What follows belongs to an exercise in optimizing a design on an open flow for small area and a short achievable clock period; a production flow would make more cautious choices. The RTL was checked by simulation tests, not by an equivalence proof against the original design. The clock port is modelled as an ideal driver, which makes a skipped or thinned clock tree look cheaper than it is; a real chip needs a root buffer or a tree. Power figures rest on the tool's default switching activity, not on a simulated workload.

==> flow/design.v <==
`timescale 1ns / 1ps
module conv( input clk, input data_in, input [1:0]row_in, input [1:0]col_in,
input signed [7:0]data, output reg signed [7:0]out );
reg [7:0] n00, n01, n02, x20, x21, x22;
wire w0 = data_in & (row_in == 2'd0);
wire w2 = data_in & (row_in == 2'd2);
always @(posedge clk) begin
  if (w0 & (col_in == 2'd0)) n00 <= ~data;
  if (w0 & (col_in == 2'd1)) n01 <= ~data;
  if (w0 & (col_in == 2'd2)) n02 <= ~data;
  if (w2 & (col_in == 2'd0)) x20 <= data;
  if (w2 & (col_in == 2'd1)) x21 <= data;
  if (w2 & (col_in == 2'd2)) x22 <= data;
end
wire [10:0] a = {3'b0, x20}, b = {3'b0, x22}, c = {3'b0, n00};
wire [10:0] d = {3'b0, n02}, e = {2'b0, x21, 1'b0}, f = {2'b0, n01, 1'b0};
wire [10:0] s1 = a ^ b ^ c;
wire [10:0] c1 = {(a & b | a & c | b & c), 1'b1};
wire [10:0] s2 = d ^ e ^ f;
wire [10:0] maj2 = d & e | d & f | e & f;    
wire [10:0] c2 = {maj2[9:1], 1'b1, 1'b0};
wire [10:0] s3 = s1 ^ c1 ^ s2;
wire [10:0] c3 = {(s1 & c1 | s1 & s2 | c1 & s2), 1'b1};
wire [10:0] s4 = s3 ^ c3 ^ c2;
wire [10:0] c4 = {(s3 & c3 | s3 & c2 | c3 & c2), 1'b0};
wire [7:0] g = s4[7:0] & c4[7:0];
wire [7:0] p = s4[7:0] ^ c4[7:0];
wire [7:0] g1, p1, g2, p2, g3;
genvar i;
generate for (i = 0; i < 8; i = i + 1) begin : ks
  assign g1[i] = (i >= 1) ? g[i] | p[i] & g[i-1] : g[i];
  assign p1[i] = (i >= 1) ? p[i] & p[i-1] : p[i];
  assign g2[i] = (i >= 2) ? g1[i] | p1[i] & g1[i-2] : g1[i];
  assign p2[i] = (i >= 2) ? p1[i] & p1[i-2] : p1[i];
  assign g3[i] = (i >= 4) ? g2[i] | p2[i] & g2[i-4] : g2[i];
end endgenerate
wire [8:0] cy = {g3, 1'b0};           
wire g1_copy = ~(~s4[1] | ~c4[1]);
wire [7:0] lo = p ^ {cy[7:3], g1_copy, cy[1:0]};
localparam [127:0] HTAB = 128'hfffffffffffffffbfffbb220b2200000;
wire [4:0] hb = {c4[10], c4[9], s4[9], c4[8], s4[8]};
wire [3:0] hf = HTAB[hb*4 +: 4];
wire sat  = cy[8] ? hf[0] : hf[2];
wire pass = cy[8] ? hf[1] : hf[3];
wire hold = data_in;
always @(posedge clk)
  out <= {8{hold}} & out | {8{~hold & sat}} | {8{~hold & pass}} & lo;
endmodule
clock: 6.0 ns
lec_check: 0
cap_margin: 20
core_margin: 2
core_utilization: 40
slew_margin: 20
standard.sh (not shown) runs the stock make flow with config.mk's settings and CLKGATE_MAP_FILE= SYNTH_SCRIPT=/design/flow/synth_recipe.tcl, a recipe that flattens the netlist after the stock synthesis.
==> flow/flow/run.sh <==
#!/bin/bash
# The standard ORFS flow (the standard.sh) with these changes:
#  - synthesis without Yosys's early ABC pass (SYNTH_ARGS=-noabc), ABC area script;
#  - extra don't-use cells: sky130_fd_sc_hd__ha_1 sky130_fd_sc_hd__ha_2 sky130_fd_sc_hd__ha_4
#  - port buffers of a chosen cell;
#  - flow/skew.tcl after clock tree synthesis: optionally (TREE_N > 0) it first
#    replaces the clock tree by TREE_N buffers on the clock port (flow/tree.tcl); which delays the clock of the out
#    register (useful skew for the paths from the window registers into it).
# The full output of the tools goes to standard.log here (ORFS's own logs are under orfs/logs).
export SKEW_DRV_CELL=sky130_fd_sc_hd__clkbuf_4
export SKEW_REPAIR_GAIN=0.15
export SKEW_OUT_MARGIN=0
export TREE_N=4
export TREE_CELL=sky130_fd_sc_hd__clkbuf_8
# The platform's don't-use list, then the extra cells.
DU="sky130_fd_sc_hd__lpflow_bleeder_1 sky130_fd_sc_hd__lpflow_clkbufkapwr_1 sky130_fd_sc_hd__lpflow_clkbufkapwr_16 sky130_fd_sc_hd__lpflow_clkbufkapwr_2 sky130_fd_sc_hd__lpflow_clkbufkapwr_4 sky130_fd_sc_hd__lpflow_clkbufkapwr_8 sky130_fd_sc_hd__lpflow_clkinvkapwr_1 sky130_fd_sc_hd__lpflow_clkinvkapwr_16 sky130_fd_sc_hd__lpflow_clkinvkapwr_2 sky130_fd_sc_hd__lpflow_clkinvkapwr_4 sky130_fd_sc_hd__lpflow_clkinvkapwr_8 sky130_fd_sc_hd__lpflow_decapkapwr_12 sky130_fd_sc_hd__lpflow_decapkapwr_3 sky130_fd_sc_hd__lpflow_decapkapwr_4 sky130_fd_sc_hd__lpflow_decapkapwr_6 sky130_fd_sc_hd__lpflow_decapkapwr_8 sky130_fd_sc_hd__lpflow_inputiso0n_1 sky130_fd_sc_hd__lpflow_inputiso0p_1 sky130_fd_sc_hd__lpflow_inputiso1n_1 sky130_fd_sc_hd__lpflow_inputiso1p_1 sky130_fd_sc_hd__lpflow_inputisolatch_1 sky130_fd_sc_hd__lpflow_isobufsrc_1 sky130_fd_sc_hd__lpflow_isobufsrc_16 sky130_fd_sc_hd__lpflow_isobufsrc_2 sky130_fd_sc_hd__lpflow_isobufsrc_4 sky130_fd_sc_hd__lpflow_isobufsrc_8 sky130_fd_sc_hd__lpflow_isobufsrckapwr_16 sky130_fd_sc_hd__lpflow_lsbuf_lh_hl_isowell_tap_1 sky130_fd_sc_hd__lpflow_lsbuf_lh_hl_isowell_tap_2 sky130_fd_sc_hd__lpflow_lsbuf_lh_hl_isowell_tap_4 sky130_fd_sc_hd__lpflow_lsbuf_lh_isowell_4 sky130_fd_sc_hd__lpflow_lsbuf_lh_isowell_tap_1 sky130_fd_sc_hd__lpflow_lsbuf_lh_isowell_tap_2 sky130_fd_sc_hd__lpflow_lsbuf_lh_isowell_tap_4 sky130_fd_sc_hd__probe_p_8 sky130_fd_sc_hd__probec_p_8  sky130_fd_sc_hd__ha_1 sky130_fd_sc_hd__ha_2 sky130_fd_sc_hd__ha_4"
bash standard.sh DONT_USE_CELLS="$DU" SYNTH_ARGS=-noabc ABC_AREA=1 BUFFER_PORTS_ARGS='-buffer_cell sky130_fd_sc_hd__buf_2' CORE_UTILIZATION=60 HOLD_SLACK_MARGIN=0.1  POST_CTS_TCL=$PWD/flow/skew.tcl finish > standard.log 2>&1
==> flow/flow/skew.tcl <==
# Useful skew for the paths from the window registers into the out register:
# after clock tree synthesis, delay the clock of the out flip-flops with a
# buffer (SKEW_DRV_CELL) and a chain of delay cells in front of it. Each cell
# of the chain is chosen from a list by the worst setup slack it gives, and the
# chain stops when no cell improves that slack.
proc skew_env {name default} {
  if {[info exists ::env($name)] && $::env($name) ne ""} { return $::env($name) }
  return $default
}
set drv_cell [skew_env SKEW_DRV_CELL sky130_fd_sc_hd__clkbuf_4]
set cands [skew_env SKEW_CANDS {sky130_fd_sc_hd__clkdlybuf4s50_1 sky130_fd_sc_hd__clkdlybuf4s25_1 sky130_fd_sc_hd__clkdlybuf4s18_1 sky130_fd_sc_hd__clkdlybuf4s15_1 sky130_fd_sc_hd__clkbuf_1}]
set max_cells [skew_env SKEW_MAX_CELLS 6]
set ::skew_out_margin [skew_env SKEW_OUT_MARGIN 0]

# The slack the skew trades: the worst of the paths into the out flip-flops
# and the paths from them to the output ports.
proc skew_ws {} {
  estimate_parasitics -placement
  set d [get_pins -of_objects $::skew_out_regs -filter "direction == input"]
  set a [get_property [find_timing_paths -to $d -path_delay max] slack]
  set b [get_property [find_timing_paths -to [all_outputs] -path_delay max] slack]
  return [expr {min($a, $b - $::skew_out_margin)}]
}
proc skew_input_pin {inst} {
  return [get_pins -of_objects [get_cells $inst] -filter "direction == input"]
}

# Optionally replace the clock tree first (flow/tree.tcl).
if {[skew_env TREE_N 0] > 0} {
  source [file join [file dirname [info script]] tree.tcl]
  estimate_parasitics -placement
}
set pins {}
foreach pin [all_registers -clock_pins] {
  if {[string match {out\[*} [get_full_name $pin]]} { lappend pins $pin }
}
puts "skew: [llength $pins] out clock pins"
set ::skew_out_regs [get_cells -of_objects $pins]
set ws0 [skew_ws]
puts "skew: worst setup slack without skew $ws0"
set head [insert_buffer -buffer_cell $drv_cell -load_pins $pins -load_pins_on_diff_nets -buffer_name skew_drv -net_name skew_net]
set ws [skew_ws]
puts "skew: driver $head ($drv_cell): worst setup slack $ws"
if {$ws <= $ws0} {
  remove_buffers $head
  estimate_parasitics -placement
  puts "skew: no gain, driver removed"
} else {
  for {set i 0} {$i < $max_cells} {incr i} {
    set x [insert_buffer -buffer_cell [lindex $cands 0] -load_pins [skew_input_pin $head] -buffer_name skew_dly$i -net_name skew_net]
    set best ""
    set best_ws $ws
    foreach c $cands {
      replace_cell $x $c
      set w [skew_ws]
      puts "skew:   $c: $w"
      if {$w > $best_ws + 0.002} { set best $c; set best_ws $w }
    }
    if {$best eq ""} {
      remove_buffers $x
      estimate_parasitics -placement
      puts "skew: no cell improves the slack; chain done"
      break
    }
    replace_cell $x $best
    set head $x
    set ws [skew_ws]
    puts "skew: added $x ($best): worst setup slack $ws"
  }
}
# Optionally, size up cells on the worst paths once the skew is in place.
set gain [skew_env SKEW_REPAIR_GAIN 0]
if {$gain > 0} {
  estimate_parasitics -placement
  set ws [worst_slack -max]
  repair_timing -setup -setup_margin [expr {$ws + $gain}] -sequence [skew_env SKEW_REPAIR_SEQ "sizeup,swap"] -verbose
  estimate_parasitics -placement
  puts "skew: after repair, worst setup slack [worst_slack -max]"
}
foreach n [[ord::get_db_block] getNets] {
  if {[string match skew_net* [$n getName]]} { $n setSigType CLOCK }
}
detailed_placement
check_placement -verbose
estimate_parasitics -placement
puts "skew: final worst setup slack [worst_slack -max]"
Other scripts of this flow, unchanged in this note and not shown: flow/flow/tree.tcl
Then changed:
--- a/flow/flow/run.sh
+++ b/flow/flow/run.sh
@@ -10,5 +10,7 @@
 export SKEW_DRV_CELL=sky130_fd_sc_hd__clkbuf_4
-export SKEW_REPAIR_GAIN=0.15
+export SKEW_REPAIR_GAIN=0
 export SKEW_OUT_MARGIN=0
 export TREE_N=4
+export SKEW_INPUT_EXTRA=
+export SKEW_DE_FANOUT=4
 export TREE_CELL=sky130_fd_sc_hd__clkbuf_8
--- a/flow/flow/skew.tcl
+++ b/flow/flow/skew.tcl
@@ -70,2 +70,43 @@
 }
+# Optionally, give the nets that drive the flip-flops' enable pins
+# (SKEW_DE_FANOUT or more of them) a stronger driver: the same cell at drive
+# strength 4 when the library has it.
+set de_fanout [skew_env SKEW_DE_FANOUT 0]
+if {$de_fanout > 0} {
+  set lib_cells {}
+  foreach n [[ord::get_db_block] getNets] {
+    set de 0
+    set drv ""
+    foreach it [$n getITerms] {
+      if {[$it getMTerm] ne "" && [[$it getMTerm] getName] eq "DE"} { incr de }
+      if {[$it isOutputSignal]} { set drv [$it getInst] }
+    }
+    if {$de >= $de_fanout && $drv ne ""} {
+      set m [[$drv getMaster] getName]
+      regsub {_[0-9]+$} $m {_4} m4
+      if {$m4 ne $m && [[ord::get_db] findMaster $m4] ne "NULL"} {
+        puts "skew: [$drv getName] $m -> $m4 (drives $de enable pins)"
+        replace_cell [$drv getName] $m4
+      }
+    }
+  }
+  estimate_parasitics -placement
+  puts "skew: after enable drivers, worst setup slack [worst_slack -max]"
+}
+# Optionally, repair the paths from the input ports alone (the skew does not
+# change them) up to the slack the skew reached, plus SKEW_INPUT_EXTRA.
+set in_extra [skew_env SKEW_INPUT_EXTRA ""]
+if {$in_extra ne ""} {
+  set target [expr {[skew_ws] + $in_extra}]
+  set d [get_pins -of_objects $::skew_out_regs -filter "direction == input"]
+  set_false_path -setup -to $d
+  set_false_path -setup -to [all_outputs]
+  estimate_parasitics -placement
+  puts "skew: input paths: worst slack [worst_slack -max], target $target"
+  repair_timing -setup -setup_margin $target -verbose
+  unset_path_exceptions -setup -to $d
+  unset_path_exceptions -setup -to [all_outputs]
+  estimate_parasitics -placement
+  puts "skew: after input repair, worst setup slack [worst_slack -max]"
+}
 # Optionally, size up cells on the worst paths once the skew is in place.
What happened: Utilization goes up by 0.30 points. Worst setup slack loses 0.20 ns. Final cell count stays the same. Via count goes down slightly. Worst hold slack gains 0.0064 ns. Die area is unchanged. Maximum frequency goes down by a few percent.
Then changed:
--- a/flow/flow/run.sh
+++ b/flow/flow/run.sh
@@ -13,4 +13,5 @@
 export TREE_N=4
-export SKEW_INPUT_EXTRA=
+export SKEW_INPUT_EXTRA=0.1
 export SKEW_DE_FANOUT=4
+export SKEW_DE_BUF=sky130_fd_sc_hd__buf_4
 export TREE_CELL=sky130_fd_sc_hd__clkbuf_8
--- a/flow/flow/skew.tcl
+++ b/flow/flow/skew.tcl
@@ -83,3 +83,6 @@
     }
-    if {$de >= $de_fanout && $drv ne ""} {
+    if {$de >= $de_fanout && $drv ne "" && [skew_env SKEW_DE_BUF ""] ne ""} {
+      set b [insert_buffer -buffer_cell [skew_env SKEW_DE_BUF ""] -net [$n getName]]
+      puts "skew: buffered [$n getName] ($de enable pins) with [skew_env SKEW_DE_BUF ""]"
+    } elseif {$de >= $de_fanout && $drv ne ""} {
       set m [[$drv getMaster] getName]
Result: Hold slack is worse by 0.0091 ns. Cell count climbs by 2.5%. Cell area rises by 1.9%. Setup slack gets better by 0.44 ns. Utilization goes up by 1.3 points. Routed wire length came out higher by 4.1%. Die area stays the same. Global-route usage goes up by 0.77 points. Total power barely changes. Synthesized cell count does not change. First-iteration DRC count came out lower by 18%.
Then changed:
--- a/flow/flow/run.sh
+++ b/flow/flow/run.sh
@@ -19,2 +19,2 @@
 DU="sky130_fd_sc_hd__lpflow_bleeder_1 sky130_fd_sc_hd__lpflow_clkbufkapwr_1 sky130_fd_sc_hd__lpflow_clkbufkapwr_16 sky130_fd_sc_hd__lpflow_clkbufkapwr_2 sky130_fd_sc_hd__lpflow_clkbufkapwr_4 sky130_fd_sc_hd__lpflow_clkbufkapwr_8 sky130_fd_sc_hd__lpflow_clkinvkapwr_1 sky130_fd_sc_hd__lpflow_clkinvkapwr_16 sky130_fd_sc_hd__lpflow_clkinvkapwr_2 sky130_fd_sc_hd__lpflow_clkinvkapwr_4 sky130_fd_sc_hd__lpflow_clkinvkapwr_8 sky130_fd_sc_hd__lpflow_decapkapwr_12 sky130_fd_sc_hd__lpflow_decapkapwr_3 sky130_fd_sc_hd__lpflow_decapkapwr_4 sky130_fd_sc_hd__lpflow_decapkapwr_6 sky130_fd_sc_hd__lpflow_decapkapwr_8 sky130_fd_sc_hd__lpflow_inputiso0n_1 sky130_fd_sc_hd__lpflow_inputiso0p_1 sky130_fd_sc_hd__lpflow_inputiso1n_1 sky130_fd_sc_hd__lpflow_inputiso1p_1 sky130_fd_sc_hd__lpflow_inputisolatch_1 sky130_fd_sc_hd__lpflow_isobufsrc_1 sky130_fd_sc_hd__lpflow_isobufsrc_16 sky130_fd_sc_hd__lpflow_isobufsrc_2 sky130_fd_sc_hd__lpflow_isobufsrc_4 sky130_fd_sc_hd__lpflow_isobufsrc_8 sky130_fd_sc_hd__lpflow_isobufsrckapwr_16 sky130_fd_sc_hd__lpflow_lsbuf_lh_hl_isowell_tap_1 sky130_fd_sc_hd__lpflow_lsbuf_lh_hl_isowell_tap_2 sky130_fd_sc_hd__lpflow_lsbuf_lh_hl_isowell_tap_4 sky130_fd_sc_hd__lpflow_lsbuf_lh_isowell_4 sky130_fd_sc_hd__lpflow_lsbuf_lh_isowell_tap_1 sky130_fd_sc_hd__lpflow_lsbuf_lh_isowell_tap_2 sky130_fd_sc_hd__lpflow_lsbuf_lh_isowell_tap_4 sky130_fd_sc_hd__probe_p_8 sky130_fd_sc_hd__probec_p_8  sky130_fd_sc_hd__ha_1 sky130_fd_sc_hd__ha_2 sky130_fd_sc_hd__ha_4"
-bash standard.sh DONT_USE_CELLS="$DU" SYNTH_ARGS=-noabc ABC_AREA=1 BUFFER_PORTS_ARGS='-buffer_cell sky130_fd_sc_hd__buf_2' CORE_UTILIZATION=60 HOLD_SLACK_MARGIN=0.1  POST_CTS_TCL=$PWD/flow/skew.tcl finish > standard.log 2>&1
+bash standard.sh DONT_USE_CELLS="$DU" SYNTH_ARGS=-noabc ABC_AREA=1 BUFFER_PORTS_ARGS='-buffer_cell sky130_fd_sc_hd__buf_2' CORE_UTILIZATION=60 HOLD_SLACK_MARGIN=0.1 HOLD_SLACK_MARGIN=0.2 ABC_AREA=0 POST_CTS_TCL=$PWD/flow/skew.tcl finish > standard.log 2>&1
=>
- worst setup slack is worse by 0.79 ns
- final area drops by about 2.5%
- sequential share of layout area climbs by 1.3 points
- worst hold slack is better by 0.16 ns
- utilization climbs by 2.5 points
- combinational power drops by about 8%
- sequential cell count stays the same
- area after synthesis drops by about 4.6%
- wire length drops by about 8%
- sequential power drops by about 1%
- total power drops by about 1.6%

## re-timing with driven ports
The flow's constraints put no driver on any port. The routed layouts listed below were extracted and timed again, unchanged, in two steps.
Step 1: set_driving_cell puts a clkbuf_16 on clk and a buf_2 on each other input, an assumption about the parent block.
Step 2, shift: input delay + t, output delay - t, t = (earliest + latest rising clock arrival at the registers) / 2. This alone moves slack from input paths to output paths.
Three values: ideal, step 1, step 2; two values: the first two.
| run | t (ns) | setup slack, ns | worst hold slack (ns) | worst setup path after step 2 | clock arrival spread, ns | slew at the worst register clock pin (ns) |
|---|---|---|---|---|---|---|
| the first run | 0.501 | 3.306 / 3.339 / 2.838 | 0.040 / 0.040 / 0.040 | input to register | 0.644 / 0.644 | 0.09 / 0.09 |
| the second run | 0.500 | 3.107 / 3.141 / 2.640 | 0.046 / 0.046 / 0.046 | input to register | 0.641 / 0.641 | 0.09 / 0.09 |
| the third run | 0.500 | 3.550 / 3.495 / 3.133 | 0.037 / 0.037 / 0.037 | input to register | 0.647 / 0.647 | 0.09 / 0.09 |
| the fourth run | 0.599 | 2.761 / 2.761 / 2.761 | 0.200 / 0.200 / 0.200 | register to register | 0.834 / 0.834 | 0.09 / 0.09 |
Clock arrivals are far apart in every run listed, so t is only a midpoint there and step 2 fits no single register. For the first run, which loses most, drivers alone change the setup slack by +0.033 ns; drivers and shift together by -0.468 ns.
